Background: an optimization exercise with open tools, aiming at small area, a short achievable clock period and few clock cycles per item. Do not read the settings as production practice. Function was not checked in any run shown here: the RTL went through the layout flow alone.

==> flow/design.v, too long to show whole: its modules and the start of the top module <==
// module product_gen: 2052 lines
// module benc: 5 lines
// module fa: 4 lines
// module ha: 4 lines
module product_gen
#(
parameter WORD_SIZE=29
)
(
  input wire clk,
  output wire[2*WORD_SIZE-1:0] sum1,
  input wire[WORD_SIZE-1:0] min,
  input wire[WORD_SIZE-1:0] q
);
  // ...
==> flow/run.sh <==
#!/bin/bash
# synth_recipe.tcl (not shown) runs the flow's synth.tcl, then flattens the netlist and writes it again
# the make line also repeats each setting of config.mk as NAME=value (left out here)
make -C /OpenROAD-flow-scripts/flow DESIGN_CONFIG=/design/flow/config.mk WORK_HOME=/design/flow/orfs CLKGATE_MAP_FILE= SYNTH_SCRIPT=/design/flow/synth_recipe.tcl finish
==> flow/config.mk <==
export PLATFORM = sky130hd
export DESIGN_NAME = product_gen
export DESIGN_NICKNAME = product_gen
export VERILOG_FILES = /design/flow/design.v
export SDC_FILE = /design/flow/constraint.sdc
export NUM_CORES = 4
export LEC_CHECK = 0
export CAP_MARGIN = 20
export CORE_MARGIN = 2
export CORE_UTILIZATION = 60
export SLEW_MARGIN = 20
export SYNTH_HIERARCHICAL = 1
export SYNTH_MINIMUM_KEEP_SIZE = 0
==> flow/constraint.sdc <==
create_clock -name core_clock -period 5.0 [get_ports {clk}]
set_input_delay 1.0000 -clock core_clock [delete_from_list [all_inputs] [get_ports {clk}]]
set_output_delay 1.0000 -clock core_clock [all_outputs]
set_load 0.01 [all_outputs]
==> results.yml, run 1 <==
final_layout:
  n_all_inverters: 40
  fin_cells: 2938
  seq-cell-share: 0.109
  diodes: 1
  multi_input_gates: 1835
global_routing:
  grt_util_all_layers: 0.368
  grt_start_max_net_pins: 31
  first_global_vias: 19200
  use_met3: 0.122
hold_path:
  min_delay_path_depth: 4
  source_of_the_worst_hold_timing_path: "min[0]"
  worst_hold_path.endpoint: "r1325"
place:
  dp.cells: 2900
  hpwlAfterDp_mm: 58.5
  placedInstanceArea_um2: 26500
die:
  placement_rows: 72
  i_o_pin_cnt: 117
worst_setup_path:
  worst-endpoint-required_ns: 4.00
  endpoint: "sum1[52]"
  critical_path.slowest_cell: "sky130_fd_sc_hd__fa_1"
  timing.critical_path.buf_inv: 2
  path_common_cell: "sky130_fd_sc_hd__fa_1"
clocking:
  maximum_clock_path_buffer_count: 2
  path_clk_slew_ns: 0.07
  tritoncts: "built"
  ctsRootBufferMaster: "sky130_fd_sc_hd__clkbuf_16"
sta:
  final_min_period_over_clock_period: 0.995
logic_synthesis:
  syn_area_um2: 23300
status:
  run_status: "no timing/DRC/antenna violations"
drt:
  wl_per_cell_um: 24.9
job:
  drv_cap: 0
==> inputs of run 2 (changes only) <==
--- a/flow/config.mk
+++ b/flow/config.mk
@@ -8,6 +8,7 @@
 export CAP_MARGIN = 20
 export CORE_MARGIN = 2
 export CORE_UTILIZATION = 60
+export SETUP_SLACK_MARGIN = 0.5
 export SLEW_MARGIN = 20
 export SYNTH_HIERARCHICAL = 1
 export SYNTH_MINIMUM_KEEP_SIZE = 0
==> run 2 against run 1 <==
  * Still clean on timing, DRC and antenna
  * Hold slack gained 0.0061 ns
  * Non-clock buffer count grew 24
  * Core utilization grew 1.2 points
  * Via count grew 1.3%
  * Design area grew 1.6%
  * Clock-buffer cell count is the same
  * Cell count grew 0.82%
  * Fmax grew 1.3%
  * Area after synthesis is the same
  * Setup slack gained 0.063 ns
  * Critical path type unchanged
  * Critical endpoint unchanged
==> results.yml, run 2 <==
drt:
  wl_per_cell_um: 25.3
  drt_wl_total_mm: 74.9
  antenna_violating_nets_post_route: 0
  route.detailed.vias_per_inst: 6.31
  num_vias: 18700
  drcViolationCount: 0
  drtPass1Iterations: 6
  drt_iter0_markers: 1939
worst_setup_path:
  longest_individual_stage_delay_on_the_worst_path_ns: 0.60
  worst-endpoint-required_ns: 4.00
  timing.critical_path.max_delay_family: "compound AO/OA/AOI/OAI gates"
  worstSetupStartpointType: "flop"
  critical_path.endpoint_type: "output port"
  cp_cell_sequence: "fa_1 -> ha_4 -> ha_4 -> nand4_1 -> nor3_2 -> buf_4 -> buf_4 -> a211oi_4 -> nand2_4 -> o21a_4 -> o21a_1 -> a31o_1 -> a21oi_2 -> xnor2_1 -> buf_2"
  timing.setup.critical_path_class: "reg2out"
  crit_path_max_fanout: 3
  critPathArrivalTime_ns: 3.91
  critical_path.slowest_cell: "sky130_fd_sc_hd__fa_1"
  timing.critical_path.buf_inv: 3
global_routing:
  grt_pass1_wl_mm: 113
  gr-total-overflow: 0
  grt_antenna_before_repair: 1
  grt_start_max_net_pins: 31
  first_global_vias: 19400
  grt_util_all_layers: 0.373
clocking:
  cts-buffers-inserted: 17
  tritoncts: "built"
  ctsRootBufferMaster: "sky130_fd_sc_hd__clkbuf_16"
  maximum_clock_path_buffer_count: 2
  number_of_clock_sinks: 149
  h-tree-depth: 4
  path_clk_slew_ns: 0.07
logic_synthesis:
  synth_cells: 2215
  yosys_warnings: 7
  synth_area_per_cell_um2: 10.5
  syn_area_um2: 23300
hold_path:
  worst_hold_path.endpoint: "r1325"
  min_delay_path_depth: 4
  source_of_the_worst_hold_timing_path: "min[0]"
  hp-class: "in2reg"
sta:
  setup_slack_ns: 0.0885
  finalSetupViolations: 0
  setup_tns_ns: 0
  final-hold-violation-count: 0
  timing.final.max_slew_violations: 0
  timing.final.crit_period_ns: 4.91
  rsz0062_at_grt: "yes"
  timing.max_slew.rel_slack: 0.448
  final_min_period_over_clock_period: 0.982
  timing.hold.ws_ns: 1.36
  max_freq_mhz: 204
  worst_pin_slew_ns: 0.824
status:
  run_status: "no timing/DRC/antenna violations"
final_layout:
  areaGrowthSynthToFinish_pct: 19.7
  fin_cells: 2962
  fill_cells: 2895
  most-common-layout-cells: "442 x sky130_fd_sc_hd__xnor2_1, 392 x sky130_fd_sc_hd__a22oi_1, 376 x sky130_fd_sc_hd__fa_1"
  post_layout_net_count: 3024
  layout_commonest_cell: "sky130_fd_sc_hd__xnor2_1"
  layout-drive-gt1-share: 0.201
place:
  numPortBuffers: 116
  dp.cells: 2900
  preCtsSetupSlack_ns: -0.206
  gp_congestion: 0.995
  hpwlAfterDp_mm: 58.5
die:
  core_region_area_um2: 38500
  dieWidth_um: 201
  start_util: 0.605
  placement_rows: 72
  i_o_pin_cnt: 117
  die_height_um: 201
  dieArea_um2: 40400
job:
  drv_cap: 0
run 2: timing repair:
action / CTS / global route
setup buffers: 11 / 18
hold buffers: 0 / 0
pin swaps: 56 / 58
resized for setup: 197 / 91
endpoints found under the setup margin: 47 / 61
endpoints found under the hold margin: 0 / 0
run 2: area by class of cell:
type / instances / area, µm² / area share
multi-input cells: 1835 / 20100 / 0.722
well taps: 518 / 648 / 0.0233
clock buffers: 19 / 433 / 0.0155
inverters: 40 / 153 / 0.00548
diodes: 1 / 2.50 / 0.0000898
flip-flops and latches: 149 / 2990 / 0.107
repair buffers: 387 / 3350 / 0.120
clock inverters: 13 / 159 / 0.00570
run 2: how the worst max path moves through the flow:
stage,slack (ns),endpoint,cells past startpoint,from
floorplan,0.73,r1434,9,q[5]
global placement,-0.43,r1404,9,q[4]
detailed placement,-0.21,r1404,10,q[11]
CTS,0.1,sum1[52],13,r1428
global route,-0.06,sum1[52],15,r1367
finish,0.09,sum1[52],15,r1367
run 2: stage by stage:
| stage | utilization | area [µm²] |
|---|---|---|
| after global placement | 0.688 | 26500 |
| after floorplan | - | 23400 |
| final | 0.724 | 27900 |
| after global routing | 0.724 | 27900 |
| after detailed placement | 0.688 | 26500 |
| after CTS | 0.713 | 27400 |
run 2: worst min-delay path, cell delays in order:
cell	delay [ns]
sky130_fd_sc_hd__clkdlybuf4s50_1	0.45
sky130_fd_sc_hd__buf_12	0.19
sky130_fd_sc_hd__nand2_1	0.09
sky130_fd_sc_hd__xnor2_1	0.06
run 2: layer usage:
layer  routed length (µm)  track usage
met4                 2620        0.134
met2                33800        0.573
met5                    0            0
met3                 7350        0.112
met1                31100        0.502

[re-timing with driven ports]
Ports are ideal in the flow. The routed layouts listed here were re-timed in OpenROAD.
Step 1 sets driving cells, clkbuf_16 on the clock port and buf_2 on the other inputs (assumed; they add their load-dependent delay and slew).
Step 2 adds t to the input delays and takes it off the output delays; t is the mean of the earliest and latest rising clock arrival at the registers after step 1. Input paths then give back, and output paths get back, about the clock's delay inside the block.
Slacks: ideal / step 1 / step 2; pairs: ideal / step 1.
run | t, ns | setup slack, ns | slew at the worst register clock pin (ns)
run 1 | 0.528 | 0.025 / -0.031 / -0.248 | 0.07 / 0.07
run 2 | 0.528 | 0.089 / 0.033 / 0.050 | 0.07 / 0.07
With both steps, setup timing fails in run 1, where it was met with ideal ports. For run 1, which loses most, drivers alone change the setup slack by -0.056 ns; drivers and shift together by -0.273 ns.
